This design comes from an exercise in tuning for small area on the open sky130 flow, not from production work. In this exercise RTL edits were held to simulation tests only and were not proved equivalent to the original. Power figures rest on the tool's default switching activity, not on a simulated workload. No driver is modelled on the clock port, so clocking that relies on it looks cheaper here than on a real chip.

==> flow/design.v <==
`timescale 1ns / 1ps
module TOP_FIR(clk, rst, data_in, data_out);
input clk, rst;
input [15:0] data_in;
output [15:0] data_out;
reg [15:0] data_out;
reg [15:0] d [0:34];
reg [4:0] lf;                  
reg f18, f19, f34, f35;        
reg [7:0] nlo;                 
reg [7:0] nhi;                 
reg [7:0] ylo;                 
reg cn7, kn8, cy7, ky8;        
integer i;
always @(posedge clk) begin
	d[0] <= data_in;
	for (i = 1; i < 35; i = i + 1)
		d[i] <= d[i-1];
end
always @(posedge clk) begin
	if (rst) begin
		lf <= 5'd0;
		f18 <= 1'b0;
		f19 <= 1'b0;
		f34 <= 1'b0;
		f35 <= 1'b0;
	end else begin
		lf <= {lf[3:0], ~(lf[4] ^ lf[0])};
		f18 <= f18 | (lf[4] & lf[3] & ~lf[0]);
		f19 <= f18;
		f34 <= f34 | (f18 & lf[3] & lf[2] & lf[1]);
		f35 <= f34;
	end
end
wire [15:0] a_h = d[18] & {16{f19}};    
wire [15:0] b_h = d[34] & {16{f35}};    
wire [15:0] a_l = d[17] & {16{f18}};    
wire [15:0] b_l = d[33] & {16{f34}};    
genvar g;
wire [7:0] nl_p = nlo ^ b_l[7:0] ^ ~a_l[7:0];
wire [7:0] nl_c = (nlo & b_l[7:0]) | (nlo & ~a_l[7:0]) | (b_l[7:0] & ~a_l[7:0]);
wire [7:0] nl_q = {nl_c[6:0], 1'b1};
wire [8:0] nl_k;
wire [7:0] nl_s;
assign nl_k[0] = 1'b0;
generate for (g = 0; g < 8; g = g + 1) begin : nl_add
	assign nl_s[g] = nl_p[g] ^ nl_q[g] ^ nl_k[g];
	assign nl_k[g+1] = (nl_p[g] & nl_q[g]) | (nl_p[g] & nl_k[g]) | (nl_q[g] & nl_k[g]);
end endgenerate
wire [7:0] nh_p = nhi ^ b_h[15:8] ^ ~a_h[15:8];
wire [7:0] nh_c = (nhi & b_h[15:8]) | (nhi & ~a_h[15:8]) | (b_h[15:8] & ~a_h[15:8]);
wire [7:0] nh_q = {nh_c[6:0], cn7};
wire [8:0] nh_k;
wire [7:0] nh_s;
assign nh_k[0] = kn8;
generate for (g = 0; g < 8; g = g + 1) begin : nh_add
	assign nh_s[g] = nh_p[g] ^ nh_q[g] ^ nh_k[g];
	assign nh_k[g+1] = (nh_p[g] & nh_q[g]) | (nh_p[g] & nh_k[g]) | (nh_q[g] & nh_k[g]);
end endgenerate
wire [3:0] yl0_s;
wire [4:0] yl0_k;
assign yl0_k[0] = 1'b0;
generate for (g = 0; g < 4; g = g + 1) begin : yl0_add
	assign yl0_s[g] = ylo[g] ^ nlo[g] ^ yl0_k[g];
	assign yl0_k[g+1] = (ylo[g] & nlo[g]) | (ylo[g] & yl0_k[g]) | (nlo[g] & yl0_k[g]);
end endgenerate
wire [3:0] yl_p = ylo[7:4] ^ a_l[3:0] ^ nlo[7:4];
wire [3:0] yl_c = (ylo[7:4] & a_l[3:0]) | (ylo[7:4] & nlo[7:4]) | (a_l[3:0] & nlo[7:4]);
wire [3:0] yl_q = {yl_c[2:0], 1'b0};
wire [4:0] yl_k;
wire [7:0] yl_s;
assign yl_k[0] = yl0_k[4];
assign yl_s[3:0] = yl0_s;
generate for (g = 0; g < 4; g = g + 1) begin : yl_add
	assign yl_s[g+4] = yl_p[g] ^ yl_q[g] ^ yl_k[g];
	assign yl_k[g+1] = (yl_p[g] & yl_q[g]) | (yl_p[g] & yl_k[g]) | (yl_q[g] & yl_k[g]);
end endgenerate
wire [7:0] ah16 = a_h[11:4];
wire [7:0] yh_p = data_out[15:8] ^ ah16 ^ nhi;
wire [7:0] yh_c = (data_out[15:8] & ah16) | (data_out[15:8] & nhi) | (ah16 & nhi);
wire [7:0] yh_q = {yh_c[6:0], cy7};
wire [8:0] yh_k;
wire [7:0] yh_s;
assign yh_k[0] = ky8;
generate for (g = 0; g < 8; g = g + 1) begin : yh_add
	assign yh_s[g] = yh_p[g] ^ yh_q[g] ^ yh_k[g];
	assign yh_k[g+1] = (yh_p[g] & yh_q[g]) | (yh_p[g] & yh_k[g]) | (yh_q[g] & yh_k[g]);
end endgenerate
always @(posedge clk) begin
	if (rst) begin
		nlo <= 8'd0;
		nhi <= 8'd0;
		ylo <= 8'd0;
		data_out <= 16'd0;
		cn7 <= 1'b0;
		kn8 <= 1'b1;
		cy7 <= 1'b0;
		ky8 <= 1'b0;
	end else begin
		nlo <= nl_s;
		nhi <= nh_s;
		ylo <= yl_s;
		data_out <= {yh_s, ylo};
		cn7 <= nl_c[7];
		kn8 <= nl_k[8];
		cy7 <= yl_c[3];
		ky8 <= yl_k[4];
	end
end
endmodule
==> flow/flow/run.sh <==
#!/bin/bash
# The standard layout (standard.sh) with these changes:
#  - after the standard synthesis, flow/handmap.py rebuilds the logic in front of
#    the accumulator registers as the carry-save / ripple-carry adders the RTL
#    describes, and flow/polopt2.py re-chooses the polarity of the full-adder cells
#    and the type of two-input gates to drop inverters. Both keep the netlist
#    logically the same and leave every register, its name and cell type alone;
#  - clock tree synthesis adds no dummy loads and clusters up to 35 sinks per buffer;
#  - port buffers are buf_1.
set -e
W=$PWD
R=$W/orfs/results/sky130hd/TOP_FIR/base
export CTS_ARGS="-sink_clustering_enable -repair_clock_nets -dont_use_dummy_load -buf_list sky130_fd_sc_hd__clkbuf_16 -sink_clustering_size 37 -sink_clustering_max_diameter 100"
export BUFFER_PORTS_ARGS="-buffer_cell sky130_fd_sc_hd__buf_1"
bash standard.sh $R/1_2_yosys.v > standard_synth.log 2>&1
cp $R/1_2_yosys.v $W/1_2_yosys_std.v
python3 $W/flow/handmap.py $W/1_2_yosys_std.v $W/1_2_yosys_hm.v > handmap.log 2>&1
python3 $W/flow/polopt2.py $W/1_2_yosys_hm.v $R/1_2_yosys.v > polopt.log 2>&1
bash standard.sh > standard.log 2>&1
==> flow/flow/handmap.py <==
#!/usr/bin/env python3
"""Map the filter's arithmetic by hand.

Reads bench's standard synthesis of rtl/TOP_FIR.v and replaces the logic in front
of the accumulator registers (nlo, nhi, ylo, data_out and the four carry
registers) with the carry-save / ripple-carry structure that rtl/TOP_FIR.v
describes, built from sky130hd fa_1, ha_1 and two-input gates. Logic that no
longer drives anything is removed. All registers, their names and cell types, and
the rest of the logic (sample delay line, reset counter and flags) stay as
synthesized. The result computes the same function as the RTL.

usage: handmap.py in.v out.v
"""
import re
import sys

INST_RE = re.compile(r'^(\s*)(sky130_fd_sc_hd__\w+)\s+(\S+)\s*\((.*?)\);', re.S | re.M)
PIN_RE = re.compile(r'\.(\w+)\(\s*([^()]*?)\s*\)')
OUT_PINS = {'X', 'Y', 'Q', 'Q_N', 'SUM', 'COUT', 'HI', 'LO'}
P = 'sky130_fd_sc_hd__'


def main(src, dst):
    text = open(src).read()
    insts = []
    for m in INST_RE.finditer(text):
        insts.append(dict(span=m.span(), typ=m.group(2), name=m.group(3),
                          pins=[list(x) for x in PIN_RE.findall(m.group(4))]))
    hdr = re.search(r'module\s+\w+\s*\((.*?)\);', text, re.S).group(1)
    ports = {p.strip() for p in hdr.split(',')}

    # register name (before the $) -> instance
    flops = {}
    for i, c in enumerate(insts):
        if c['typ'].startswith(P + 'df'):
            flops[c['name'].lstrip('\\').split('$')[0]] = i

    def q(reg):
        return dict(insts[flops[reg]]['pins'])['Q']

    new = []
    cnt = [0]

    def net():
        cnt[0] += 1
        return '_hm_n%d_' % cnt[0]

    def cell(typ, **pins):
        cnt[0] += 1
        new.append((P + typ, '_hm_c%d_' % cnt[0], list(pins.items())))

    def g2(typ, a, b, apin='A', bpin='B', opin=None):
        o = net()
        if opin is None:
            opin = 'X' if typ.startswith(('and', 'or', 'xor')) else 'Y'
        cell(typ, **{apin: a, bpin: b, opin: o})
        return o

    def fa(a, b, c, need_cout=True):
        s, co = net(), net()
        pins = dict(A=a, B=b, CIN=c, SUM=s)
        if need_cout:
            pins['COUT'] = co
        cell('fa_1', **pins)
        return s, (co if need_cout else None)

    def ha(a, b):
        s, co = net(), net()
        cell('ha_1', A=a, B=b, SUM=s, COUT=co)
        return s, co

    def xor5(a, b, c_, d_, e):
        return g2('xor2_1', g2('xor2_1', g2('xor2_1', a, b), c_), g2('xor2_1', d_, e))

    rst = 'rst'
    d = lambda k, i: q('d[%d][%d]' % (k, i))
    f18, f19, f34, f35 = q('f18'), q('f19'), q('f34'), q('f35')
    nlo = [q('nlo[%d]' % i) for i in range(8)]
    nhi = [q('nhi[%d]' % i) for i in range(8)]
    ylo = [q('ylo[%d]' % i) for i in range(8)]
    dout = [q('data_out[%d]' % i) for i in range(16)]

    D = {}   # register -> net for its D pin

    def keep0(reg, s):
        D[reg] = g2('nor2b_1', rst, s, 'A', 'B_N', 'Y')      # ~rst & s

    # masked samples
    na_l = {i: g2('nand2_1', d(17, i), f18) for i in range(8)}
    al = {i: g2('and2_1', d(17, i), f18) for i in range(4)}
    na_h = {i: g2('nand2_1', d(18, i), f19) for i in range(8, 16)}
    ah = {i: g2('and2_1', d(18, i), f19) for i in range(4, 12)}
    bl = {i: g2('and2_1', d(33, i), f34) for i in range(8)}
    bh = {i: g2('and2_1', d(34, i), f35) for i in range(8, 16)}

    # N low byte: nlo + b + ~a + 1
    p, c = {}, {}
    for i in range(8):
        p[i], c[i] = fa(nlo[i], bl[i], na_l[i])
    D['nlo[0]'] = g2('nor2_1', rst, p[0])                  # ~rst & ~p0
    k = p[0]
    for i in range(1, 8):
        s, k = fa(p[i], c[i - 1], k)
        keep0('nlo[%d]' % i, s)
    keep0('cn7', c[7])
    D['kn8'] = g2('or2_1', rst, k)                         # reset value 1

    # N high byte: nhi + b + ~a + carries
    p, c = {}, {}
    for j in range(7):
        p[j], c[j] = fa(nhi[j], bh[8 + j], na_h[8 + j])
    k = q('kn8')
    cin = q('cn7')
    for j in range(7):
        s, k = fa(p[j], cin if j == 0 else c[j - 1], k)
        keep0('nhi[%d]' % j, s)
    # top bit: sum only
    keep0('nhi[7]', xor5(nhi[7], bh[15], na_h[15], c[6], k))

    # y low byte: ylo + 16*a + N
    s, k = ha(ylo[0], nlo[0])
    keep0('ylo[0]', s)
    for i in range(1, 4):
        s, k = fa(ylo[i], nlo[i], k)
        keep0('ylo[%d]' % i, s)
    p, c = {}, {}
    for i in range(4, 8):
        p[i], c[i] = fa(ylo[i], al[i - 4], nlo[i])
    s, k = ha(p[4], k)
    keep0('ylo[4]', s)
    for i in range(5, 8):
        s, k = fa(p[i], c[i - 1], k)
        keep0('ylo[%d]' % i, s)
    keep0('cy7', c[7])
    keep0('ky8', k)
    for i in range(8):
        keep0('data_out[%d]' % i, ylo[i])

    # y high byte: y + 16*a + N + carries
    p, c = {}, {}
    for j in range(7):
        p[j], c[j] = fa(dout[8 + j], ah[4 + j], nhi[j])
    k = q('ky8')
    for j in range(7):
        s, k = fa(p[j], q('cy7') if j == 0 else c[j - 1], k)
        keep0('data_out[%d]' % (8 + j), s)
    keep0('data_out[15]', xor5(dout[15], ah[11], nhi[7], c[6], k))

    # rewire the D pins
    for reg, n in D.items():
        for pin in insts[flops[reg]]['pins']:
            if pin[0] == 'D':
                pin[1] = n

    # remove logic that drives nothing
    def is_port(n):
        return n.split('[')[0].strip() in ports
    alive = [True] * len(insts)
    while True:
        used = set()
        for i, c in enumerate(insts):
            if alive[i]:
                for p_, n in c['pins']:
                    if p_ not in OUT_PINS:
                        used.add(n)
        for _, _, pins in new:
            for p_, n in pins:
                if p_ not in OUT_PINS:
                    used.add(n)
        changed = False
        for i, c in enumerate(insts):
            if not alive[i] or c['typ'].startswith(P + 'df'):
                continue
            outs = [n for p_, n in c['pins'] if p_ in OUT_PINS]
            if not any(n in used or is_port(n) for n in outs):
                alive[i] = False
                changed = True
        if not changed:
            break

    def fmt(n):
        return n + ' ' if n.startswith('\\') else n

    out = []
    pos = 0
    for i, c in enumerate(insts):
        s_, e_ = c['span']
        out.append(text[pos:s_])
        pos = e_
        if not alive[i]:
            continue
        body = ',\n'.join('    .%s(%s)' % (p_, fmt(n)) for p_, n in c['pins'])
        out.append('  %s %s (\n%s\n  );' % (c['typ'], c['name'], body))
    out.append(text[pos:])
    res = ''.join(out)
    nets = sorted({n for _, _, pins in new for _, n in pins if n.startswith('_hm_n')})
    add = ''.join('  wire %s;\n' % n for n in nets)
    for typ, name, pins in new:
        body = ',\n'.join('    .%s(%s)' % (p_, fmt(n)) for p_, n in pins)
        add += '  %s %s (\n%s\n  );\n' % (typ, name, body)
    kk = res.rindex('endmodule')
    open(dst, 'w').write(res[:kk] + add + res[kk:])
    sys.stderr.write('handmap: %d cells added, %d removed\n'
                     % (len(new), alive.count(False)))


if __name__ == '__main__':
    main(sys.argv[1], sys.argv[2])
==> flow/flow/polopt2.py <==
#!/usr/bin/env python3
"""Re-choose signal polarities in a mapped sky130hd netlist to save inverters.

 - A full adder is self-dual: FA(~a, ~b, ~c) = (~sum, ~cout), so every fa cell may
   compute on complemented signals instead.
 - A two-input gate (and2, nand2, nor2, or2 and their inverted-input forms, xor2,
   xnor2) may be replaced by the cheapest such cell that computes the same output
   from whatever polarity of its inputs is available.
All inverters of the input netlist are removed, a polarity is chosen for every
full adder, and the inverters still needed are re-inserted. Registers, their names
and ports are untouched; the netlist computes the same function.

usage: polopt2.py in.v out.v
"""
import re
import random
import sys

INV_RE = re.compile(r'^sky130_fd_sc_hd__(inv|clkinv)_\d+$')
INST_RE = re.compile(r'^(\s*)(sky130_fd_sc_hd__\w+)\s+(\S+)\s*\((.*?)\);', re.S | re.M)
PIN_RE = re.compile(r'\.(\w+)\(\s*([^()]*?)\s*\)')
OUT_PINS = {'X', 'Y', 'Q', 'Q_N', 'SUM', 'COUT', 'HI', 'LO'}
P = 'sky130_fd_sc_hd__'
A_INV = 3.7536

# two-input cells: name -> (area, input pins, output pin, function of the two pins)
G2 = {
    'and2_1': (6.256, ('A', 'B'), 'X', lambda a, b: a & b),
    'and2b_1': (7.5072, ('A_N', 'B'), 'X', lambda a, b: (1 - a) & b),
    'nand2_1': (3.7536, ('A', 'B'), 'Y', lambda a, b: 1 - (a & b)),
    'nand2b_1': (6.256, ('A_N', 'B'), 'Y', lambda a, b: 1 - ((1 - a) & b)),
    'nor2_1': (3.7536, ('A', 'B'), 'Y', lambda a, b: 1 - (a | b)),
    'nor2b_1': (6.256, ('A', 'B_N'), 'Y', lambda a, b: (1 - a) & b),
    'or2_1': (6.256, ('A', 'B'), 'X', lambda a, b: a | b),
    'or2b_1': (7.5072, ('A', 'B_N'), 'X', lambda a, b: a | (1 - b)),
    'xor2_1': (8.7584, ('A', 'B'), 'X', lambda a, b: a ^ b),
    'xnor2_1': (8.7584, ('A', 'B'), 'Y', lambda a, b: 1 - (a ^ b)),
}


def tt(fn):
    return tuple(fn(a, b) for a in (0, 1) for b in (0, 1))


BEST = {}
for cell, (area, pins, outp, fn) in G2.items():
    for swap in (0, 1):
        t = tuple(fn(b, a) if swap else fn(a, b) for a in (0, 1) for b in (0, 1))
        if t not in BEST or area < BEST[t][0]:
            BEST[t] = (area, cell, swap)


def main(src, dst, seed=1, restarts=200):
    text = open(src).read()
    insts = []
    for m in INST_RE.finditer(text):
        insts.append(dict(span=m.span(), indent=m.group(1), typ=m.group(2), name=m.group(3),
                          pins=PIN_RE.findall(m.group(4))))
    driver = {}
    for i, c in enumerate(insts):
        for p, n in c['pins']:
            if p in OUT_PINS:
                driver[n] = (i, p)

    hdr = re.search(r'module\s+\w+\s*\((.*?)\);', text, re.S).group(1)
    ports = {p.strip() for p in hdr.split(',')}

    def is_port(n):
        return n.split('[')[0].strip() in ports

    invs = {i for i, c in enumerate(insts) if INV_RE.match(c['typ'])}
    rm_inv = {i for i in invs if not is_port(dict(insts[i]['pins'])['Y'])}

    def base(n):
        pol = 0
        while n in driver and driver[n][0] in rm_inv:
            n = dict(insts[driver[n][0]]['pins'])['A']
            pol ^= 1
        return n, pol

    fas = [i for i, c in enumerate(insts) if c['typ'] == P + 'fa_1']
    fa_index = {i: k for k, i in enumerate(fas)}
    gates = {}
    for i, c in enumerate(insts):
        short = c['typ'][len(P):]
        if short in G2:
            area, pins, outp, fn = G2[short]
            pm = dict(c['pins'])
            # logical function over (pin0 net, pin1 net) as given
            gates[i] = (tt(fn), [pm[pins[0]], pm[pins[1]]], outp, pm[outp])

    # rigid sinks: (inst, pin, base, pol)
    rigid = {}
    gate_in = {}   # gate inst -> [(base, pol), (base, pol)]
    for i, c in enumerate(insts):
        if i in rm_inv:
            continue
        if i in gates:
            gate_in[i] = [base(n) for n in gates[i][1]]
            continue
        for p, n in c['pins']:
            if p in OUT_PINS:
                continue
            b, pol = base(n)
            rigid.setdefault(b, []).append((i, p, pol))
    bases = set(rigid)
    for i, ins in gate_in.items():
        for b, _ in ins:
            bases.add(b)
    bases = sorted(bases)

    def src_pol(b, f):
        if b in driver and driver[b][0] in fa_index:
            return f[fa_index[driver[b][0]]]
        return 0

    def evaluate(f, detail=False):
        sp = {b: src_pol(b, f) for b in bases}
        has_inv = {}
        for b in bases:
            need = False
            for (i, p, pol) in rigid.get(b, ()):
                req = pol ^ (f[fa_index[i]] if i in fa_index else 0)
                if req != sp[b]:
                    need = True
                    break
            has_inv[b] = need
        cost = A_INV * sum(has_inv.values())
        choice = {}
        for i, (t, _, _, _) in gates.items():
            (b0, p0), (b1, p1) = gate_in[i]
            best = None
            opts0 = [sp[b0]] + ([1 - sp[b0]] if has_inv[b0] else [])
            opts1 = [sp[b1]] + ([1 - sp[b1]] if has_inv[b1] else [])
            for q0 in opts0:
                for q1 in opts1:
                    # physical value x0 = logical_base0 ^ q0; gate wants logical input
                    # v0 = base0 ^ p0 = x0 ^ q0 ^ p0
                    d0, d1 = q0 ^ p0, q1 ^ p1
                    tt2 = tuple(t[(a ^ d0) * 2 + (b ^ d1)] for a in (0, 1) for b in (0, 1))
                    area, cell, swap = BEST[tt2]
                    if best is None or area < best[0]:
                        best = (area, cell, swap, q0, q1)
            cost += best[0]
            choice[i] = best
        if detail:
            return cost, sp, has_inv, choice
        return cost

    rng = random.Random(seed)
    nfa = len(fas)
    best_f = [0] * nfa
    best = evaluate(best_f)
    start = best
    for restart in range(restarts):
        f = [0] * nfa if restart == 0 else [rng.randint(0, 1) for _ in fas]
        cur = evaluate(f)
        improved = True
        while improved:
            improved = False
            order = list(range(nfa))
            rng.shuffle(order)
            for k in order:
                f[k] ^= 1
                c = evaluate(f)
                if c < cur - 1e-9:
                    cur = c
                    improved = True
                else:
                    f[k] ^= 1
        if cur < best - 1e-9:
            best, best_f = cur, f[:]
    f = best_f
    cost, sp, has_inv, choice = evaluate(f, True)
    sys.stderr.write('polopt2: %d fa, %d gates, %d inverters removed, cost %.1f -> %.1f\n'
                     % (nfa, len(gates), len(rm_inv), start, cost))

    # ---- rebuild ----
    inv_net = {}
    new_invs = []

    def net(b, q):
        """physical net carrying base b complemented q times relative to its source"""
        if q == sp[b]:
            return b
        if b not in inv_net:
            k = len(inv_net)
            inv_net[b] = '_polopt_n%d_' % k
            new_invs.append(('_polopt_inv%d_' % k, b, inv_net[b]))
        return inv_net[b]

    new_pins = {}
    for b, ss in rigid.items():
        for (i, p, pol) in ss:
            req = pol ^ (f[fa_index[i]] if i in fa_index else 0)
            new_pins[(i, p)] = net(b, req)
    for i, (area, cell, swap, q0, q1) in choice.items():
        (b0, _), (b1, _) = gate_in[i]
        n0, n1 = net(b0, q0), net(b1, q1)
        cpins = G2[cell][1]
        outp = G2[cell][2]
        ins = (n1, n0) if swap else (n0, n1)
        new_pins[i] = (P + cell, [(cpins[0], ins[0]), (cpins[1], ins[1]), (outp, gates[i][3])])

    def fmt(n):
        return n + ' ' if n.startswith('\\') else n

    out = []
    pos = 0
    for i, c in enumerate(insts):
        s, e = c['span']
        out.append(text[pos:s])
        pos = e
        if i in rm_inv:
            continue
        if i in gates:
            typ, pins = new_pins[i]
        else:
            typ = c['typ']
            pins = [(p, new_pins.get((i, p), n)) if p not in OUT_PINS else (p, n)
                    for p, n in c['pins']]
        body = ',\n'.join('    .%s(%s)' % (p, fmt(n)) for p, n in pins)
        out.append('%s%s %s (\n%s\n  );' % (c['indent'], typ, c['name'], body))
    out.append(text[pos:])
    res = ''.join(out)
    add = ''.join('  wire %s;\n' % nn for _, _, nn in new_invs)
    add += ''.join('  %sinv_1 %s (\n    .A(%s),\n    .Y(%s)\n  );\n' % (P, nm, fmt(a), y)
                   for nm, a, y in new_invs)
    k = res.rindex('endmodule')
    open(dst, 'w').write(res[:k] + add + res[k:])


if __name__ == '__main__':
    main(sys.argv[1], sys.argv[2])
==> flow/standard.sh <==
#!/bin/bash
# synth_recipe.tcl (not shown) runs the flow's synth.tcl, then flattens the netlist and writes it again
# the make line also repeats each setting of config.mk as NAME=value (left out here)
make -C /OpenROAD-flow-scripts/flow DESIGN_CONFIG=/design/flow/config.mk WORK_HOME=/design/flow/orfs CLKGATE_MAP_FILE= SYNTH_SCRIPT=/design/flow/synth_recipe.tcl "${@:-finish}"
==> flow/config.mk <==
export PLATFORM = sky130hd
export DESIGN_NAME = TOP_FIR
export DESIGN_NICKNAME = TOP_FIR
export VERILOG_FILES = /design/flow/design.v
export SDC_FILE = /design/flow/constraint.sdc
export NUM_CORES = 4
export LEC_CHECK = 0
export CAP_MARGIN = 20
export CORE_MARGIN = 2
export CORE_UTILIZATION = 70
export PLACE_DENSITY = 0.85
export SLEW_MARGIN = 20
==> flow/constraint.sdc <==
create_clock -name core_clock -period 5.0 [get_ports {clk}]
set_input_delay 1.0000 -clock core_clock [delete_from_list [all_inputs] [get_ports {clk}]]
set_output_delay 1.0000 -clock core_clock [all_outputs]
set_load 0.01 [all_outputs]
==> impl_metrics.ini, run 1 <==
[run_status]
outcome = no timing/DRC/antenna violations

[pwr]
pwr-share-clk = 0.251
power_density_nw_per_um2 = 523
intPower_mw = 6.15
combPwrFrac = 0.066
switchingPower_mw = 1.60
peakVddDrop_v = 0.000273
seqPwrFrac = 0.682
leakage_nw = 6.16
sw_frac_of_total = 0.207

[drt]
ant_nets = 0
vias_per_cell = 4.44
wl_per_cell_um = 13.5
drt-initial-drc-count = 152
routed_wl_um = 14600
drc = 0
firstDrtPassIters = 4
vias = 4822

[floorplanning]
die_area_um2 = 20900
die_h_um = 145
core_um2 = 19500
start_util = 0.712
die_x_um = 145
io_pins = 34
num_rows = 51

[worst_setup_path]
crit_path_max_fanout = 8
cp_common_cell = fa_1
worstPathRequired_ps = 5380
crit_type = flip-flop to flip-flop
startpoint_type = flip-flop
cp.arrival_ps = 4880
end_kind = flip-flop
cp-endpoint = nhi[7]
cp_slowest_stage_delay_ps = 480
slowest_stage = dfxtp_1
r2r_slack_ps = 500
cp-startpoint = f35
path_cells = and2_1 -> fa_1 -> fa_1 -> fa_1 -> fa_1 -> fa_1 -> fa_1 -> fa_1 -> fa_1 -> xor2_1 -> xor2_1 -> nor2b_1
rr_worst_depth = 12
worstReg2RegEnd = nhi[7]
reg2reg_from = f35

[cells_and_area]
fin_area_um2 = 14800
nNetsFinal = 896
fin_cells = 1086
diodes = 0
drive_gt1_frac = 0.0280
utilization = 0.761
fill_cells = 1101
syn_to_final_growth_pct = 6.82

[timing]
setup_viol = 0
fin_skew_ps = 51.8
timing.hold.ws_ps = 272
clock.fmax_ghz = 0.222
fin_crit_ps = 4500
period_share = 0.899
fin_tns_setup_ps = 0
hold_viol_final = 0
slew_headroom = 0.331
tightestPinTransition_ps = 1000
rsz0062_at_grt = false
drv_slew = 0

[min_path]
hold_path_class = flip-flop to flip-flop

[place]
gp_congestion = 0.850
dpl_cell_area_um2 = 14300
io_buffers = 33
dp_hpwl_um = 9130
placed_cells = 1066

[grt]
grt_pass1_vias = 5017
antenna_found_initial = 0
grt_max_degree = 52
grt_pass1_wl_um = 24000
grt_usage = 0.149
grt.overflow.total = 0

[yosys]
ys_warn_count = 2
syn-cell-area_um2 = 13900
avgSynthCellArea_um2 = 18.0
synth_nets = 843
postSynthCellCount = 770

[clock_network]
clock-root-buffer = clkbuf_16
clk_pin_slew_ps = 120
clock_sinks = 605
insertion_delay_ps = 540
cts_hold_buf = 0
cts.path.max_buffers = 3
post_cts_buffers = 0
cts_tree = done
ctsResizeCount = 0
cts_made_buffers = 20
cts.htree.levels = 1

[flow_run]
drv_cap = 0
==> metrics by stage <==
stage	power (mW)	setup WS, ps
final	7.75	504
after global routing	8.09	346
after CTS	7.83	488
after detailed placement	5.92	525
after global placement	5.85	637
after floorplan	5.73	657
==> cell usage in the layout, fill, tap and decap left out <==
| master | instances |
|---|---|
| fa_1 | 53 |
| a41o_1 | 1 |
| a31o_2 | 1 |
| clkbuf_2 | 1 |
| clkbuf_16 | 20 |
| ha_1 | 2 |
| buf_1 | 32 |
| nor2_1 | 3 |
| nand2_1 | 16 |
| or2_1 | 1 |
| and2_1 | 28 |
| xor2_1 | 9 |
| buf_4 | 1 |
| dfxtp_1 | 605 |
| nor2b_1 | 47 |
| inv_1 | 1 |
==> how the worst min path moves through the flow <==
stage,from,end,slack (ps),depth (start not counted)
2_1_floorplan,d[9][0],d[10][0],310,0
3_3_place_gp,d[14][3],d[15][3],310,0
3_5_place_dp,d[27][12],d[28][12],310,0
4_1_cts,d[6][10],d[7][10],270,0
5_1_grt,d[6][10],d[7][10],270,0
6_report,d[0][9],d[1][9],270,0
==> area by class of cell <==
cell class,instances,area (µm²),area share
Clock buffer,20,500,0.0338
Inverter,1,3.75,0.000253
Multi-Input combinational cell,161,1730,0.117
Timing Repair Buffer,34,133,0.00895
Sequential cell,605,12100,0.818
Tap cell,265,332,0.0224
==> sequential cells by signal, indices dropped and copies added (netlist names), 5 cells and up <==
name	count
d	552
data_out	16
nhi	8
nlo	8
ylo	8
lf	5
==> critical path, delay by kind of cell (launching register included) <==
kind / cells / cell delay, ps
xor+xnor: 2 / 290
flops: 1 / 480
simple gates: 2 / 330
fa+ha+maj: 8 / 3240
==> power by group through the flow <==
stage / Combinational [mW] / Clock [mW] / Sequential (mW)
2_1_floorplan: 0.370 / 0 / 5.36
3_3_place_gp: 0.465 / 0 / 5.38
3_5_place_dp: 0.517 / 0 / 5.40
4_1_cts: 0.529 / 2.00 / 5.30
5_1_grt: 0.608 / 2.15 / 5.33
6_report: 0.514 / 1.95 / 5.29
==> per-layer routing <==
metal	global-route usage	up-vias	part of all wire
met3	0.0332	28	0.038
met2	0.260	72	0.47
met1	0.189	2291	0.46
li1	-	2431	-
met4	0.0455	0	0.025
met5	0	-	0
==> run 2, diff against run 1 <==
--- a/flow/flow/run.sh
+++ b/flow/flow/run.sh
@@ -11,5 +11,5 @@
 W=$PWD
 R=$W/orfs/results/sky130hd/TOP_FIR/base
-export CTS_ARGS="-sink_clustering_enable -repair_clock_nets -dont_use_dummy_load -buf_list sky130_fd_sc_hd__clkbuf_16 -sink_clustering_size 37 -sink_clustering_max_diameter 100"
+export CTS_ARGS="-sink_clustering_enable -repair_clock_nets -dont_use_dummy_load -buf_list sky130_fd_sc_hd__clkbuf_16 -sink_clustering_size 38 -sink_clustering_max_diameter 100"
 export BUFFER_PORTS_ARGS="-buffer_cell sky130_fd_sc_hd__buf_1"
 bash standard.sh $R/1_2_yosys.v > standard_synth.log 2>&1
--- a/flow/config.mk
+++ b/flow/config.mk
@@ -8,5 +8,5 @@
 export CAP_MARGIN = 20
 export CORE_MARGIN = 2
-export CORE_UTILIZATION = 70
-export PLACE_DENSITY = 0.85
+export CORE_UTILIZATION = 75
+export PLACE_DENSITY = 0.92
 export SLEW_MARGIN = 20
==> run 2 against run 1 <==
  * Sequential power is essentially flat
  * Global-route usage increased by 4.4 points
  * Cell area down 0.47%
  * Register-to-register slack worse by 230 ps
  * Worst hold slack improved by 57 ps
  * Utilization increased by 5.7 points
  * Flip-flop and latch count unchanged
  * Clock skew fell by 32 ps
  * Sequential share of layout area up 0.39 points
  * Critical endpoint unchanged
==> impl_metrics.ini, run 2 <==
[drt]
firstDrtPassIters = 4
vias_per_cell = 4.72
drc = 0
drt-initial-drc-count = 219
vias = 4956
wl_per_cell_um = 17.2
routed_wl_um = 18000
ant_nets = 0

[grt]
grt.overflow.total = 0
antenna_found_initial = 1
grt_pass1_wl_um = 28900
grt_pass1_vias = 5514
grt_max_degree = 52
grt_usage = 0.193

[cells_and_area]
reg.largest.list = d x552, data_out x16
fin_cells = 1049
mostFrequentLayoutCells = dfxtp_1 (605), fa_1 (53), nor2b_1 (47), buf_1 (32), and2_1 (28)
diodes = 0
layout_commonest_cell = dfxtp_1
syn_to_final_growth_pct = 6.32
top_register = d
largest_register_ffs = 552
drive_gt1_frac = 0.0268
nNetsFinal = 895

[worst_setup_path]
worstPathRequired_ps = 5450
rr_worst_depth = 12
cp.arrival_ps = 5180
end_kind = flip-flop
crit_path_max_fanout = 8
crit_type = flip-flop to flip-flop
startpoint_type = flip-flop

[timing]
tightestPinTransition_ps = 978
setup_viol = 0
hold_viol_final = 0
rsz0062_at_grt = false
layout_setup_ws_ps = 275
timing.hold.ws_ps = 329
period_share = 0.945
fin_tns_setup_ps = 0
fin_crit_ps = 4730
clock.fmax_ghz = 0.212
fin_skew_ps = 20.3
drv_slew = 0
slew_headroom = 0.348

[floorplanning]
num_rows = 49
die_x_um = 140
io_pins = 34
core_um2 = 18000
die_area_um2 = 19600
start_util = 0.769
die_h_um = 140

[clock_network]
post_cts_buffers = 0
cts.htree.levels = 1
clock-root-buffer = clkbuf_16
ctsResizeCount = 0
cts_hold_buf = 0
clock_sinks = 605
clk_pin_slew_ps = 120
cts_tree = done
cts_made_buffers = 19
insertion_delay_ps = 540
cts.path.max_buffers = 3

[place]
dp_hpwl_um = 10300
placed_cells = 1030
io_buffers = 33
place_ws_ps = 391
gp_congestion = 0.781

[min_path]
hold_path_class = flip-flop to flip-flop
hold_depth = 0

[flow_run]
drv_cap = 0

[yosys]
ys_warn_count = 2
avgSynthCellArea_um2 = 18.0
synth_nets = 843
syn-cell-area_um2 = 13900
postSynthCellCount = 770

[pwr]
power_density_nw_per_um2 = 528
leakage_nw = 6.14
peakVddDrop_v = 0.000491

[run_status]
outcome = no timing/DRC/antenna violations
[run 2: cell types whose count changed in the layout (fill, tap and decap cells not counted)]
| cell | delta |
|---|---|
| buf_2 | +1 |
| clkbuf_16 | -1 |
| clkbuf_2 | -1 |
[run 2: metal layers]
metal	part of all wire	vias up	track usage	routed length (µm)
met4	0.030	0	0.0584	541
met5	0	-	0	0
li1	-	2425	-	-
met1	0.42	2409	0.240	7570
met3	0.028	34	0.0287	501
met2	0.52	88	0.354	9410
[run 2: final cells by class]
class / count / area (µm²)
flip-flops and latches: 605 / 12100
fillers: 865 / 3280
multi-input cells: 161 / 1730
clock buffers: 19 / 475
well taps: 229 / 287
repair buffers: 34 / 133
inverters: 1 / 3.75
[run 2: power breakdown]
part	total (mW)	internal, mW	switching (mW)
clock	1.94	0.698	1.25
combinational	0.544	0.282	0.262
sequential	5.30	5.14	0.156
[run 2: worst paths after layout]
kind	slack [ps]	from	endpoint
setup / recovery	270	f35	nhi[7]
hold / removal	330	d[20][1]	d[21][1]
setup reg to reg	270	f35	nhi[7]
hold reg to reg	330	d[20][1]	d[21][1]
[run 2: critical path, stage by stage (launching register included)]
cell and delay, ps:
dfxtp_1 490, and2_1 260, fa_1 490, fa_1 450
fa_1 420, fa_1 400, fa_1 390, fa_1 400
fa_1 390, fa_1 390, xor2_1 180, xor2_1 200
nor2b_1 180
[run 2: through the flow]
step                 util  cell area [µm²]  total power [mW]
floorplan               -            13900              5.73
global placement    0.791            14300              5.84
detailed placement  0.791            14300              5.94
CTS                 0.818            14700              7.84
global route        0.818            14700              8.09
finish              0.818            14700              7.79
==> run 3, diff against run 2 <==
--- a/flow/flow/run.sh
+++ b/flow/flow/run.sh
@@ -11,5 +11,5 @@
 W=$PWD
 R=$W/orfs/results/sky130hd/TOP_FIR/base
-export CTS_ARGS="-sink_clustering_enable -repair_clock_nets -dont_use_dummy_load -buf_list sky130_fd_sc_hd__clkbuf_16 -sink_clustering_size 38 -sink_clustering_max_diameter 100"
+export CTS_ARGS="-sink_clustering_enable -repair_clock_nets -dont_use_dummy_load -buf_list sky130_fd_sc_hd__clkbuf_16 -sink_clustering_size 35 -sink_clustering_max_diameter 100"
 export BUFFER_PORTS_ARGS="-buffer_cell sky130_fd_sc_hd__buf_1"
 bash standard.sh $R/1_2_yosys.v > standard_synth.log 2>&1
--- a/flow/config.mk
+++ b/flow/config.mk
@@ -8,5 +8,4 @@
 export CAP_MARGIN = 20
 export CORE_MARGIN = 2
-export CORE_UTILIZATION = 75
-export PLACE_DENSITY = 0.92
+export CORE_UTILIZATION = 40
 export SLEW_MARGIN = 20
==> run 3 against run 2 <==
  * Utilization decreased by 38 points
  * Setup slack improved by 320 ps
  * Global-route usage decreased by 11 points
  * Via count decreased by 3.5%
  * Maximum frequency increased by 7.3%
  * Critical path depth increased by 1
  * Highest routed layer unchanged
  * Largest cell class unchanged
  * Register-to-register slack improved by 320 ps
  * Count of clock-buffer cells in the layout increased by 2
  * Clock skew increased by 18 ps
  * Power decreased by 0.26%
  * Combinational power decreased by 13%
  * Critical path type unchanged
==> impl_metrics.ini, run 3 <==
[place]
dpl_cell_area_um2 = 14600
gp_congestion = 0.733
dp_hpwl_um = 8060
io_buffers = 33

[pwr]
pwr-share-clk = 0.259
intPower_mw = 6.17
sw_frac_of_total = 0.206
power_density_nw_per_um2 = 515
combPwrFrac = 0.061
peakVddDrop_v = 0.000297
leakage_nw = 6.18
switchingPower_mw = 1.60
seqPwrFrac = 0.680

[flow_run]
drv_cap = 0

[yosys]
syn-cell-area_um2 = 13900
ys_warn_count = 2
postSynthCellCount = 770
synth_nets = 843
avgSynthCellArea_um2 = 18.0

[drt]
ant_nets = 0
vias_per_cell = 3.74
firstDrtPassIters = 3
drc = 0
routed_wl_um = 13300
wl_per_cell_um = 10.4
drt-initial-drc-count = 140
vias = 4782

[cells_and_area]
fill_cells = 3055
reg.largest.list = d x552, data_out x16
largest_register_ffs = 552
nNetsFinal = 899
layout_commonest_cell = dfxtp_1
syn_to_final_growth_pct = 8.83
top_register = d
mostFrequentLayoutCells = dfxtp_1 (605), fa_1 (53), nor2b_1 (47), buf_1 (32), and2_1 (28)
drive_gt1_frac = 0.0316
diodes = 0
fin_area_um2 = 15100

[timing]
drv_slew = 0
hold_viol_final = 0
fin_skew_ps = 38.7
tightestPinTransition_ps = 654
period_share = 0.881
slew_headroom = 0.564
rsz0062_at_grt = false
setup_viol = 0
fin_crit_ps = 4410
fin_tns_setup_ps = 0
clock.fmax_ghz = 0.227

[clock_network]
post_cts_buffers = 0
cts.htree.levels = 1
clock-root-buffer = clkbuf_16
insertion_delay_ps = 540
cts_hold_buf = 0
ctsResizeCount = 0
cts_made_buffers = 21
clock_sinks = 605
cts_tree = done
clk_pin_slew_ps = 120
cts.path.max_buffers = 3

[min_path]
hold_path_class = flip-flop to flip-flop

[run_status]
outcome = no timing/DRC/antenna violations

[worst_setup_path]
crit_path_max_fanout = 15
crit_type = flip-flop to flip-flop
cp.arrival_ps = 4830
startpoint_type = flip-flop
worstPathRequired_ps = 5420
end_kind = flip-flop

[floorplanning]
die_x_um = 190
io_pins = 34
core_um2 = 34400
die_h_um = 190
die_area_um2 = 36200
num_rows = 68
start_util = 0.403

[grt]
grt_usage = 0.0792
grt_pass1_wl_um = 23100
grt_max_degree = 36
grt_pass1_vias = 4812
grt.overflow.total = 0
antenna_found_initial = 0
-- run 3: changes by cell type in the layout (fill, tap and decap cells not counted), sizes merged --
cell | before | now
clkbuf | 19 | 22
buf | 34 | 35
-- run 3: path summary, 6_finish.rpt --
| check | cells after the start | slack (ps) | from | to |
|---|---|---|---|---|
| min reg2reg | 0 | 290 | d[4][15] | d[5][15] |
| max | 13 | 590 | f19 | nhi[7] |
| min | 0 | 290 | d[4][15] | d[5][15] |
| max reg2reg | 13 | 590 | f19 | nhi[7] |
-- run 3: per-stage QoR --
step	power (mW)	utilization	setup slack [ps]	hold WS [ps]	instances
after floorplan	5.73	-	657	310	770
after global placement	5.87	0.424	620	310	1258
after detailed placement	5.89	0.424	570	312	1258
after CTS	7.92	0.439	558	288	1279
after global routing	8.19	0.439	398	290	1279
final	7.77	0.439	595	286	1279
-- run 3: metal layers --
layer  vias to the layer above  share of wire  GRT usage
li1                       2446              -          -
met1                      2256           0.51      0.109
met2                        52           0.41      0.122
met3                        28          0.031     0.0155
met4                         0          0.042     0.0355
met5                         -              0          0
-- run 3: final cells by class --
type	count	area (µm²)	share of cell area
sequential	605	12100	0.803
multi-input combinational	161	1730	0.115
tap	455	569	0.0377
clock buffer	21	526	0.0348
timing repair buffer	36	148	0.00979
inverter	1	3.75	0.000249
-- run 3: power groups by stage --
stage | sequential (mW) | clock, mW | combinational, mW
after global placement | 5.39 | 0 | 0.484
after global routing | 5.33 | 2.28 | 0.582
final | 5.28 | 2.01 | 0.475
after CTS | 5.29 | 2.13 | 0.493
after detailed placement | 5.40 | 0 | 0.491
after floorplan | 5.36 | 0 | 0.370
-- run 3: worst max-delay path, stage by stage (launching register included) --
cell and delay (ps):
dfxtp_1 340, buf_4 190, nand2_1 80, fa_1 460, fa_1 450, fa_1 390, fa_1 390, fa_1 380
fa_1 390, fa_1 390, fa_1 380, xor2_1 160, xor2_1 140, nor2b_1 120
==> run 4, diff against run 3 <==
--- a/flow/flow/run.sh
+++ b/flow/flow/run.sh
@@ -11,5 +11,5 @@
 W=$PWD
 R=$W/orfs/results/sky130hd/TOP_FIR/base
-export CTS_ARGS="-sink_clustering_enable -repair_clock_nets -dont_use_dummy_load -buf_list sky130_fd_sc_hd__clkbuf_16 -sink_clustering_size 35 -sink_clustering_max_diameter 100"
+export CTS_ARGS="-sink_clustering_enable -repair_clock_nets -dont_use_dummy_load -buf_list sky130_fd_sc_hd__clkbuf_16 -sink_clustering_size 38 -sink_clustering_max_diameter 100"
 export BUFFER_PORTS_ARGS="-buffer_cell sky130_fd_sc_hd__buf_1"
 bash standard.sh $R/1_2_yosys.v > standard_synth.log 2>&1
--- a/flow/flow/handmap.py
+++ b/flow/flow/handmap.py
@@ -54,5 +54,8 @@
         if opin is None:
             opin = 'X' if typ.startswith(('and', 'or', 'xor')) else 'Y'
-        cell(typ, **{apin: a, bpin: b, opin: o})
+        pins = {apin: a, opin: o}
+        if bpin is not None:
+            pins[bpin] = b
+        cell(typ, **pins)
         return o
 
@@ -88,7 +91,11 @@
     # masked samples
     na_l = {i: g2('nand2_1', d(17, i), f18) for i in range(8)}
-    al = {i: g2('and2_1', d(17, i), f18) for i in range(4)}
     na_h = {i: g2('nand2_1', d(18, i), f19) for i in range(8, 16)}
-    ah = {i: g2('and2_1', d(18, i), f19) for i in range(4, 12)}
+    # where the N and y adders take the same masked sample bit, y's is the
+    # complement of N's
+    inv = lambda a: g2('inv_1', a, None, 'A', None, 'Y')
+    al = {i: inv(na_l[i]) for i in range(4)}
+    ah = {i: g2('and2_1', d(18, i), f19) for i in range(4, 8)}
+    ah.update({i: inv(na_h[i]) for i in range(8, 12)})
     bl = {i: g2('and2_1', d(33, i), f34) for i in range(8)}
     bh = {i: g2('and2_1', d(34, i), f35) for i in range(8, 16)}
--- a/flow/config.mk
+++ b/flow/config.mk
@@ -8,4 +8,5 @@
 export CAP_MARGIN = 20
 export CORE_MARGIN = 2
-export CORE_UTILIZATION = 40
+export CORE_UTILIZATION = 82
+export PLACE_DENSITY = 0.95
 export SLEW_MARGIN = 20
==> run 4 against run 3 <==
  * The run now fails in detailed placement
  * Area after synthesis fell by 0.18%
  * Synthesized cell count grew 0.52%
==> impl_metrics.ini, run 4 <==
[floorplanning]
io_pins = 34
die_h_um = 134
start_util = 0.838
die_x_um = 134
num_rows = 47

[yosys]
ys_warn_count = 2
postSynthCellCount = 774
synth_nets = 847
avgSynthCellArea_um2 = 17.9
syn-cell-area_um2 = 13800

[run_status]
error = Error: detail_place.tcl, 38 bad optional access
outcome = did not finish
stop_stage = detailed placement

[place]
gp_congestion = 0.818
io_buffers = 33
[run 4: power groups by stage]
stage / Sequential, mW / Combinational [mW] / Clock [mW]
global placement: 5.37 / 0.484 / 0
floorplan: 5.36 / 0.378 / 0
[run 4: stage by stage]
step | cell area (µm²) | instances | worst slack [ps]
2_1_floorplan | 13800 | 774 | 707
3_3_place_gp | 14200 | 1026 | 574
[run 4: how the worst max path moves through the flow]
stage / start / to / slack [ps] / cells past startpoint
after global placement: f19 / data_out[15] / 570 / 13
after floorplan: f19 / data_out[15] / 710 / 12
==> run 5, diff against run 4 <==
--- a/flow/flow/run.sh
+++ b/flow/flow/run.sh
@@ -11,5 +11,5 @@
 W=$PWD
 R=$W/orfs/results/sky130hd/TOP_FIR/base
-export CTS_ARGS="-sink_clustering_enable -repair_clock_nets -dont_use_dummy_load -buf_list sky130_fd_sc_hd__clkbuf_16 -sink_clustering_size 38 -sink_clustering_max_diameter 100"
+export CTS_ARGS="-sink_clustering_enable -repair_clock_nets -dont_use_dummy_load -buf_list sky130_fd_sc_hd__clkbuf_16 -sink_clustering_size 41 -sink_clustering_max_diameter 100"
 export BUFFER_PORTS_ARGS="-buffer_cell sky130_fd_sc_hd__buf_1"
 bash standard.sh $R/1_2_yosys.v > standard_synth.log 2>&1
--- a/flow/config.mk
+++ b/flow/config.mk
@@ -8,5 +8,5 @@
 export CAP_MARGIN = 20
 export CORE_MARGIN = 2
-export CORE_UTILIZATION = 82
-export PLACE_DENSITY = 0.95
+export CORE_UTILIZATION = 80
+export PLACE_DENSITY = 0.92
 export SLEW_MARGIN = 20
==> run 5 against run 4 <==
  * The flow again stops in detailed placement
  * Synthesized cell count did not move
  * Area after synthesis did not move
==> impl_metrics.ini, run 5 <==
[run_status]
outcome = did not finish
stop_stage = detailed placement
error = Error: detail_place.tcl, 38 bad optional access

[yosys]
postSynthCellCount = 774
syn-cell-area_um2 = 13800
avgSynthCellArea_um2 = 17.9
synth_nets = 847
ys_warn_count = 2

[floorplanning]
die_x_um = 136
num_rows = 48
start_util = 0.809
io_pins = 34
die_h_um = 136

[place]
io_buffers = 33
gp_congestion = 0.775
## run 5: power groups by stage
stage / Sequential (mW) / Combinational [mW] / Clock [mW]
2_1_floorplan: 5.36 / 0.378 / 0
3_3_place_gp: 5.37 / 0.480 / 0
## run 5: how the worst min path moves through the flow
| stage | start | to | slack (ps) | depth (start not counted) |
|---|---|---|---|---|
| after floorplan | d[9][0] | d[10][0] | 310 | 0 |
| after global placement | d[12][14] | d[13][14] | 310 | 0 |
==> run 6, diff against run 5 <==
--- a/flow/flow/run.sh
+++ b/flow/flow/run.sh
@@ -6,10 +6,10 @@
 #    and the type of two-input gates to drop inverters. Both keep the netlist
 #    logically the same and leave every register, its name and cell type alone;
-#  - clock tree synthesis adds no dummy loads and clusters up to 35 sinks per buffer;
+#  - clock tree synthesis adds no dummy loads and clusters up to 37 sinks per buffer;
 #  - port buffers are buf_1.
 set -e
 W=$PWD
 R=$W/orfs/results/sky130hd/TOP_FIR/base
-export CTS_ARGS="-sink_clustering_enable -repair_clock_nets -dont_use_dummy_load -buf_list sky130_fd_sc_hd__clkbuf_16 -sink_clustering_size 41 -sink_clustering_max_diameter 100"
+export CTS_ARGS="-sink_clustering_enable -repair_clock_nets -dont_use_dummy_load -buf_list sky130_fd_sc_hd__clkbuf_16 -sink_clustering_size 37 -sink_clustering_max_diameter 100"
 export BUFFER_PORTS_ARGS="-buffer_cell sky130_fd_sc_hd__buf_1"
 bash standard.sh $R/1_2_yosys.v > standard_synth.log 2>&1
--- a/flow/config.mk
+++ b/flow/config.mk
@@ -8,5 +8,5 @@
 export CAP_MARGIN = 20
 export CORE_MARGIN = 2
-export CORE_UTILIZATION = 80
+export CORE_UTILIZATION = 75
 export PLACE_DENSITY = 0.92
 export SLEW_MARGIN = 20
==> run 6 against run 5 <==
  * Area after synthesis unchanged
  * Now clean on timing, DRC and antenna
  * Synthesized cell count stayed put
==> impl_metrics.ini, run 6 <==
[run_status]
outcome = no timing/DRC/antenna violations

[timing]
layout_setup_ws_ps = 268
drv_slew = 0
slew_headroom = 0.326
timing.hold.ws_ps = 271
fin_tns_setup_ps = 0
fin_skew_ps = 54.0
fin_crit_ps = 4730
clock.fmax_ghz = 0.211
rsz0062_at_grt = false
tightestPinTransition_ps = 1010
setup_viol = 0
hold_viol_final = 0
period_share = 0.946

[worst_setup_path]
r2r_slack_ps = 270
end_kind = flip-flop
worstPathRequired_ps = 5460
crit_path_max_fanout = 8
crit_type = flip-flop to flip-flop
cp.arrival_ps = 5190
worstReg2RegEnd = nhi[7]
startpoint_type = flip-flop
rr_worst_depth = 12
cp-startpoint = f35
cp-endpoint = nhi[7]
reg2reg_from = f35

[grt]
grt_pass1_vias = 5803
grt_pass1_wl_um = 31000
grt.overflow.total = 0
grt_usage = 0.210
grt_max_degree = 52
antenna_found_initial = 0

[clock_network]
cts.path.max_buffers = 3
cts.htree.levels = 1
clock_sinks = 605
cts_hold_buf = 0
ctsResizeCount = 0
insertion_delay_ps = 540
post_cts_buffers = 0
cts_made_buffers = 20
clk_pin_slew_ps = 120
clock-root-buffer = clkbuf_16
cts_tree = done

[cells_and_area]
syn_to_final_growth_pct = 6.51
nNetsFinal = 900
reg.largest.list = d x552, data_out x16
layout_commonest_cell = dfxtp_1
fill_cells = 815
fin_area_um2 = 14700
top_register = d
mostFrequentLayoutCells = dfxtp_1 (605), fa_1 (53), nor2b_1 (39), buf_1 (32)
largest_register_ffs = 552
diodes = 0
drive_gt1_frac = 0.0279

[drt]
wl_per_cell_um = 18.6
vias = 5059
routed_wl_um = 19600
vias_per_cell = 4.80
drt-initial-drc-count = 259
drc = 0
firstDrtPassIters = 4
ant_nets = 0

[yosys]
ys_warn_count = 2
postSynthCellCount = 774
syn-cell-area_um2 = 13800
avgSynthCellArea_um2 = 17.9
synth_nets = 847

[place]
io_buffers = 33
dpl_cell_area_um2 = 14200
dp_hpwl_um = 11000
gp_congestion = 0.853
place_ws_ps = 453

[floorplanning]
die_h_um = 140
num_rows = 49
die_area_um2 = 19600
start_util = 0.768
core_um2 = 18000
io_pins = 34
die_x_um = 140

[pwr]
peakVddDrop_v = 0.000553
leakage_nw = 6.12
power.total_mw = 7.89
power_density_nw_per_um2 = 535

[flow_run]
drv_cap = 0

[min_path]
hold_path_class = flip-flop to flip-flop
hold_depth = 0
## run 6: worst min path at each step
| stage | startpoint | to |
|---|---|---|
| after floorplan | d[9][0] | d[10][0] |
| after global placement | d[14][0] | d[15][0] |
| after detailed placement | d[11][0] | d[12][0] |
| after CTS | d[6][13] | d[7][13] |
| after global routing | d[6][13] | d[7][13] |
| final | d[6][13] | d[7][13] |
## run 6: worst max-delay path, cell delays in order (launching register included)
cell,delay [ps]
dfxtp_1,500
and2_1,210
fa_1,460
fa_1,460
fa_1,400
fa_1,390
fa_1,380
fa_1,390
fa_1,400
fa_1,390
xor2_1,240
xor2_1,240
nor2b_1,190
## run 6: routing by layer
metal / wire length [µm] / global-route usage
met5: 0 / 0
met4: 799 / 0.0837
met3: 776 / 0.0382
met2: 10200 / 0.381
met1: 7810 / 0.248
## run 6: final cells by class
class / instances / area (µm²) / share of cell area
well taps: 229 / 287 / 0.0194
repair buffers: 34 / 133 / 0.00900
multi-input cells: 153 / 1660 / 0.113
flip-flops and latches: 605 / 12100 / 0.822
inverters: 13 / 48.8 / 0.00331
clock buffers: 20 / 500 / 0.0340
## run 6: stage by stage
stage,cells,util
final,1054,0.818
after global placement,1034,0.790
after detailed placement,1034,0.790
after CTS,1054,0.818
after floorplan,774,-
after global routing,1054,0.818
## run 6: where the power goes
| part | leakage (nW) | internal, mW | switching (mW) |
|---|---|---|---|
| sequential | 5.09 | 5.15 | 0.157 |
| combinational | 0.785 | 0.295 | 0.309 |
| clock | 0.246 | 0.732 | 1.25 |
| total | 6.12 | 6.17 | 1.72 |
==> run 7, diff against run 6 <==
--- a/flow/config.mk
+++ b/flow/config.mk
@@ -8,5 +8,5 @@
 export CAP_MARGIN = 20
 export CORE_MARGIN = 2
-export CORE_UTILIZATION = 75
-export PLACE_DENSITY = 0.92
+export CORE_UTILIZATION = 70
+export PLACE_DENSITY = 0.85
 export SLEW_MARGIN = 20
==> run 7 against run 6 <==
  * Non-clock buffer count is the same
  * Count of clock-buffer cells in the layout unchanged
  * Worst hold slack worse by 2.3 ps
  * Critical path type unchanged
==> impl_metrics.ini, run 7 <==
[cells_and_area]
reg.largest.list = d x552, data_out x16
diodes = 0
top_register = d
syn_to_final_growth_pct = 6.83
drive_gt1_frac = 0.0279
fin_cells = 1090
mostFrequentLayoutCells = dfxtp_1 (605), fa_1 (53), nor2b_1 (39), buf_1 (32)
nNetsFinal = 900
layout_commonest_cell = dfxtp_1
largest_register_ffs = 552

[timing]
fin_skew_ps = 49.6
rsz0062_at_grt = false
drv_slew = 0
setup_viol = 0
slew_headroom = 0.315
fin_crit_ps = 4580
clock.fmax_ghz = 0.218
period_share = 0.916
fin_tns_setup_ps = 0
tightestPinTransition_ps = 1030
hold_viol_final = 0

[grt]
grt.overflow.total = 0
grtUsageMet2 = 0.285
grtUsageMet1 = 0.189
busiest_layer = met2
grt_usage = 0.156
grt_pass1_wl_um = 25000
grt_max_degree = 52
antenna_found_initial = 0
grt_pass1_vias = 5229
grtUsageMet3 = 0.0291

[clock_network]
cts.path.max_buffers = 3
ctsResizeCount = 0
cts.htree.levels = 1
clock_sinks = 605
post_cts_buffers = 0
cts_hold_buf = 0
cts_made_buffers = 20
clock-root-buffer = clkbuf_16
clk_pin_slew_ps = 120
cts_tree = done
insertion_delay_ps = 540

[pwr]
peakVddDrop_v = 0.000353
leakage_nw = 6.12
power_density_nw_per_um2 = 526

[worst_setup_path]
crit_path_max_fanout = 12
end_kind = flip-flop
rr_worst_depth = 13
worstPathRequired_ps = 5370
crit_type = flip-flop to flip-flop
startpoint_type = flip-flop
cp.arrival_ps = 4950

[drt]
vias_per_cell = 4.44
drc = 0
drt-initial-drc-count = 188
vias = 4845
wl_per_cell_um = 14.1
firstDrtPassIters = 4
routed_wl_um = 15400
ant_nets = 0

[floorplanning]
start_util = 0.711
die_h_um = 145
io_pins = 34
num_rows = 51
die_area_um2 = 20900
die_x_um = 145
core_um2 = 19500

[place]
io_buffers = 33
dp_hpwl_um = 9340
placed_cells = 1070
gp_congestion = 0.807

[yosys]
syn-cell-area_um2 = 13800
ys_warn_count = 2
avgSynthCellArea_um2 = 17.9
synth_nets = 847
postSynthCellCount = 774

[min_path]
hold_path_class = flip-flop to flip-flop
hold_depth = 0

[run_status]
outcome = no timing/DRC/antenna violations

[flow_run]
drv_cap = 0
[run 7: final timing paths]
check,from,endpoint,slack (ps)
setup / recovery,f19,data_out[15],420
hold / removal,d[0][15],d[1][15],270
setup reg to reg,f19,data_out[15],420
hold reg to reg,d[0][15],d[1][15],270
[run 7: critical path, stage by stage (launching register included)]
cell and delay (ps):
dfxtp_1 330, buf_4 170, and2_1 180, fa_1 490, fa_1 450, fa_1 400
fa_1 400, fa_1 390, fa_1 390, fa_1 390, fa_1 390, xor2_1 160
xor2_1 140, nor2b_1 140
[run 7: routing by layer]
layer | vias to the layer above | wire length (µm)
met5 | - | 0
li1 | 2426 | -
met3 | 33 | 500
met4 | 0 | 439
met2 | 70 | 7620
met1 | 2316 | 6860
[run 7: power by group]
group	internal [mW]	switching [mW]	leakage, nW	total, mW
combinational	0.278	0.257	0.785	0.536
clock	0.731	1.22	0.246	1.95
sequential	5.14	0.141	5.09	5.29
[run 7: stage by stage]
stage	util	power, mW	hold WS (ps)	instance area [µm²]	setup WS (ps)
detailed placement	0.734	5.92	312	14300	447
floorplan	-	5.73	310	13800	707
global route	0.760	8.11	274	14800	238
global placement	0.734	5.85	310	14300	546
CTS	0.760	7.85	267	14800	415
finish	0.760	7.77	269	14800	419
[run 7: cell type report]
| cell class | count | area [µm²] |
|---|---|---|
| clock buffer | 20 | 500 |
| fill | 1088 | 4680 |
| inverter | 13 | 48.8 |
| multi-input combinational | 153 | 1660 |
| sequential | 605 | 12100 |
| tap | 265 | 332 |
| timing repair buffer | 34 | 133 |
==> run 8, diff against run 7 <==
--- a/flow/design.v
+++ b/flow/design.v
@@ -7,5 +7,6 @@
 reg [15:0] d [0:34];
 reg [4:0] lf;                  
-reg f18, f19, f34, f35;        
+reg f18, f19;                  
+reg n34, n35;                  
 reg [7:0] nlo;                 
 reg [7:0] nhi;                 
@@ -13,8 +14,16 @@
 reg cn7, kn8, cy7, ky8;        
 integer i;
+wire [7:0] na_l = ~(d[17][7:0] & {8{f18}});       
+wire [15:8] na_h = ~(d[18][15:8] & {8{f19}});     
+wire [3:0] a_l = ~na_l[3:0];                       
+wire [11:4] a_h = {~na_h[11:8], ~d[18][7:4] & {4{f19}}};    
+wire [7:0] b_l = ~d[33][7:0] & {8{~n34}};          
+wire [15:8] b_h = ~d[34][15:8] & {8{~n35}};        
 always @(posedge clk) begin
 	d[0] <= data_in;
 	for (i = 1; i < 35; i = i + 1)
 		d[i] <= d[i-1];
+	d[18][7:0] <= na_l;
+	d[19][15:8] <= na_h;
 end
 always @(posedge clk) begin
@@ -23,21 +32,17 @@
 		f18 <= 1'b0;
 		f19 <= 1'b0;
-		f34 <= 1'b0;
-		f35 <= 1'b0;
+		n34 <= 1'b1;
+		n35 <= 1'b1;
 	end else begin
 		lf <= {lf[3:0], ~(lf[4] ^ lf[0])};
 		f18 <= f18 | (lf[4] & lf[3] & ~lf[0]);
 		f19 <= f18;
-		f34 <= f34 | (f18 & lf[3] & lf[2] & lf[1]);
-		f35 <= f34;
+		n34 <= n34 & ~(f18 & lf[3] & lf[2] & lf[1]);
+		n35 <= n34;
 	end
 end
-wire [15:0] a_h = d[18] & {16{f19}};    
-wire [15:0] b_h = d[34] & {16{f35}};    
-wire [15:0] a_l = d[17] & {16{f18}};    
-wire [15:0] b_l = d[33] & {16{f34}};    
 genvar g;
-wire [7:0] nl_p = nlo ^ b_l[7:0] ^ ~a_l[7:0];
-wire [7:0] nl_c = (nlo & b_l[7:0]) | (nlo & ~a_l[7:0]) | (b_l[7:0] & ~a_l[7:0]);
+wire [7:0] nl_p = nlo ^ b_l ^ na_l;
+wire [7:0] nl_c = (nlo & b_l) | (nlo & na_l) | (b_l & na_l);
 wire [7:0] nl_q = {nl_c[6:0], 1'b1};
 wire [8:0] nl_k;
@@ -48,6 +53,6 @@
 	assign nl_k[g+1] = (nl_p[g] & nl_q[g]) | (nl_p[g] & nl_k[g]) | (nl_q[g] & nl_k[g]);
 end endgenerate
-wire [7:0] nh_p = nhi ^ b_h[15:8] ^ ~a_h[15:8];
-wire [7:0] nh_c = (nhi & b_h[15:8]) | (nhi & ~a_h[15:8]) | (b_h[15:8] & ~a_h[15:8]);
+wire [7:0] nh_p = nhi ^ b_h ^ na_h;
+wire [7:0] nh_c = (nhi & b_h) | (nhi & na_h) | (b_h & na_h);
 wire [7:0] nh_q = {nh_c[6:0], cn7};
 wire [8:0] nh_k;
--- a/flow/flow/run.sh
+++ b/flow/flow/run.sh
@@ -11,5 +11,5 @@
 W=$PWD
 R=$W/orfs/results/sky130hd/TOP_FIR/base
-export CTS_ARGS="-sink_clustering_enable -repair_clock_nets -dont_use_dummy_load -buf_list sky130_fd_sc_hd__clkbuf_16 -sink_clustering_size 37 -sink_clustering_max_diameter 100"
+export CTS_ARGS="-sink_clustering_enable -repair_clock_nets -dont_use_dummy_load -buf_list sky130_fd_sc_hd__clkbuf_16 -sink_clustering_size 38 -sink_clustering_max_diameter 100 -balance_levels"
 export BUFFER_PORTS_ARGS="-buffer_cell sky130_fd_sc_hd__buf_1"
 bash standard.sh $R/1_2_yosys.v > standard_synth.log 2>&1
--- a/flow/flow/handmap.py
+++ b/flow/flow/handmap.py
@@ -4,5 +4,5 @@
 Reads bench's standard synthesis of rtl/TOP_FIR.v and replaces the logic in front
 of the accumulator registers (nlo, nhi, ylo, data_out and the four carry
-registers) with the carry-save / ripple-carry structure that rtl/TOP_FIR.v
+registers) and of the delay-line registers that take masked samples with the carry-save / ripple-carry structure that rtl/TOP_FIR.v
 describes, built from sky130hd fa_1, ha_1 and two-input gates. Logic that no
 longer drives anything is removed. All registers, their names and cell types, and
@@ -77,6 +77,7 @@
 
     rst = 'rst'
+    D = {}   # register -> net for its D pin
     d = lambda k, i: q('d[%d][%d]' % (k, i))
-    f18, f19, f34, f35 = q('f18'), q('f19'), q('f34'), q('f35')
+    f18, f19, n34, n35 = q('f18'), q('f19'), q('n34'), q('n35')
     nlo = [q('nlo[%d]' % i) for i in range(8)]
     nhi = [q('nhi[%d]' % i) for i in range(8)]
@@ -84,20 +85,22 @@
     dout = [q('data_out[%d]' % i) for i in range(16)]
 
-    D = {}   # register -> net for its D pin
 
     def keep0(reg, s):
         D[reg] = g2('nor2b_1', rst, s, 'A', 'B_N', 'Y')      # ~rst & s
 
-    # masked samples
+    # masked samples; past the taps the delay line holds them inverted
     na_l = {i: g2('nand2_1', d(17, i), f18) for i in range(8)}
     na_h = {i: g2('nand2_1', d(18, i), f19) for i in range(8, 16)}
-    # where the N and y adders take the same masked sample bit, y's is the
-    # complement of N's
+    for i in range(8):
+        D['d[18][%d]' % i] = na_l[i]
+    for i in range(8, 16):
+        D['d[19][%d]' % i] = na_h[i]
     inv = lambda a: g2('inv_1', a, None, 'A', None, 'Y')
+    g19 = inv(f19)
     al = {i: inv(na_l[i]) for i in range(4)}
-    ah = {i: g2('and2_1', d(18, i), f19) for i in range(4, 8)}
+    ah = {i: g2('nor2_1', d(18, i), g19) for i in range(4, 8)}
     ah.update({i: inv(na_h[i]) for i in range(8, 12)})
-    bl = {i: g2('and2_1', d(33, i), f34) for i in range(8)}
-    bh = {i: g2('and2_1', d(34, i), f35) for i in range(8, 16)}
+    bl = {i: g2('nor2_1', d(33, i), n34) for i in range(8)}
+    bh = {i: g2('nor2_1', d(34, i), n35) for i in range(8, 16)}
 
     # N low byte: nlo + b + ~a + 1
--- a/flow/config.mk
+++ b/flow/config.mk
@@ -8,5 +8,5 @@
 export CAP_MARGIN = 20
 export CORE_MARGIN = 2
-export CORE_UTILIZATION = 70
-export PLACE_DENSITY = 0.85
+export CORE_UTILIZATION = 75
+export PLACE_DENSITY = 0.92
 export SLEW_MARGIN = 20
==> run 8 against run 7 <==
  * Still clean
  * Utilization is 5.4 points higher
  * Worst hold slack better by 48 ps
  * Clock skew is 28 ps lower
  * Power is 1.9% lower
  * Register-to-register slack worse by 50 ps
  * Synthesized cell count is 0.13% higher
  * Highest routed layer unchanged
==> impl_metrics.ini, run 8 <==
[grt]
antenna_found_initial = 0
grt_pass1_wl_um = 28400
grt_pass1_vias = 5500
grt.overflow.total = 0
grt_usage = 0.189
grt_max_degree = 52

[floorplanning]
core_um2 = 18000
num_rows = 49
start_util = 0.765
die_area_um2 = 19500
die_x_um = 140
die_h_um = 140
io_pins = 34

[worst_setup_path]
crit_path_max_fanout = 8
rr_worst_depth = 12
cp_common_cell = fa_1
worstReg2RegEnd = nhi[7]
cp-startpoint = n35
crit_type = flip-flop to flip-flop
cp_slowest_stage_delay_ps = 510
path_cells = nor2_1 -> fa_1 -> fa_1 -> fa_1 -> fa_1 -> fa_1 -> fa_1 -> fa_1 -> fa_1 -> xor2_1 -> xor2_1 -> nor2b_1
end_kind = flip-flop
r2r_slack_ps = 370
worst-path-buf-inv = 0
slowest_stage = fa_1
path_depth = 12
worstPathRequired_ps = 5450
reg2reg_from = n35
cp.arrival_ps = 5080
cp_top_family = adder cells
cp-endpoint = nhi[7]
startpoint_type = flip-flop

[clock_network]
cts_tree = done
clock_sinks = 605
insertion_delay_ps = 530
clk_pin_slew_ps = 130
post_cts_buffers = 0
clock-root-buffer = clkbuf_16
cts_made_buffers = 19
cts.htree.levels = 1
ctsResizeCount = 0
cts_hold_buf = 0
cts.path.max_buffers = 3

[drt]
vias_per_cell = 4.76
wl_per_cell_um = 16.8
firstDrtPassIters = 4
vias = 5016
ant_nets = 0
drt-initial-drc-count = 202
drc = 0
routed_wl_um = 17700

[timing]
drv_slew = 0
clock.fmax_ghz = 0.216
setup_viol = 0
fin_tns_setup_ps = 0
fin_crit_ps = 4630
rsz0062_at_grt = false
tightestPinTransition_ps = 1060
fin_skew_ps = 21.6
slew_headroom = 0.291
period_share = 0.926
hold_viol_final = 0

[min_path]
hold_path_class = flip-flop to flip-flop
min-delay-start = d[13][11]

[yosys]
avgSynthCellArea_um2 = 17.8
syn-cell-area_um2 = 13800
synth_nets = 848
ys_warn_count = 2
postSynthCellCount = 775

[place]
gp_congestion = 0.831
placed_cells = 1035
io_buffers = 33
dp_hpwl_um = 10700

[flow_run]
drv_cap = 0

[pwr]
power.total_mw = 7.62
power_density_nw_per_um2 = 520
peakVddDrop_v = 0.000578
leakage_nw = 5.96

[cells_and_area]
top_register = d
largest_register_ffs = 552
mostFrequentLayoutCells = dfxtp_1 (605), fa_1 (53), nor2b_1 (42), buf_1 (32), nor2_1 (28)
drive_gt1_frac = 0.0255
fin_cells = 1054
reg.largest.list = d x552, data_out x16
diodes = 0
layout_commonest_cell = dfxtp_1
nNetsFinal = 900
syn_to_final_growth_pct = 6.38

[run_status]
outcome = no timing/DRC/antenna violations
## run 8: cell count changes in the layout (fill, tap and decap cells not counted)
| cell | change |
|---|---|
| nor2b_1 | +3 |
| a41oi_1 | +1 |
| a31o_1 | +1 |
| clkbuf_16 | -1 |
| inv_1 | +1 |
| and2_1 | -20 |
| a41o_1 | -1 |
| a31o_2 | -1 |
| nor2_1 | +17 |
## run 8: per-layer routing
metal	GRT usage	vias up	routed length, µm	part of all wire
li1	-	2425	-	-
met1	0.233	2436	7320	0.41
met2	0.348	106	9250	0.52
met3	0.0341	49	634	0.036
met4	0.0500	0	494	0.028
met5	0	-	0	0
## run 8: power breakdown
part / internal (mW) / switching (mW)
clock: 0.697 / 1.22
sequential: 5.03 / 0.104
combinational: 0.285 / 0.286
## run 8: stage by stage
| stage | util | setup slack, ps | hold slack, ps | area, µm² |
|---|---|---|---|---|
| after floorplan | - | 670 | 310 | 13800 |
| after global placement | 0.788 | 668 | 310 | 14200 |
| after detailed placement | 0.788 | 367 | 312 | 14200 |
| after CTS | 0.814 | 356 | 327 | 14700 |
| after global routing | 0.814 | 201 | 338 | 14700 |
| final | 0.814 | 371 | 317 | 14700 |
## run 8: worst min-delay path by stage
stage,to,slack [ps],depth (start not counted)
after floorplan,d[10][0],310,0
after global placement,d[16][6],310,0
after detailed placement,d[33][4],310,0
after CTS,d[14][11],330,0
after global routing,d[21][2],340,0
final,d[14][11],320,0
## run 8: final cells by class
class	count	area, µm²
Multi-Input combinational cell	153	1620
Clock buffer	19	475
Sequential cell	605	12100
Inverter	14	52.6
Tap cell	229	287
Timing Repair Buffer	34	133
Fill cell	851	3350
## run 8: worst reg2reg max path, stage by stage (launching register included)
cell and delay, ps:
dfxtp_1 490, nor2_1 100, fa_1 510, fa_1 470
fa_1 400, fa_1 400, fa_1 390, fa_1 400
fa_1 390, fa_1 390, xor2_1 230, xor2_1 160
nor2b_1 210

Re-timed with assumed drivers on the ports (clkbuf_16 on the clock, buf_2 on other inputs), run 8 has 0.371 ns of setup slack against 0.371 ns with ideal ports, and 0.371 ns once port delays also move by the mid clock arrival of 0.564 ns.
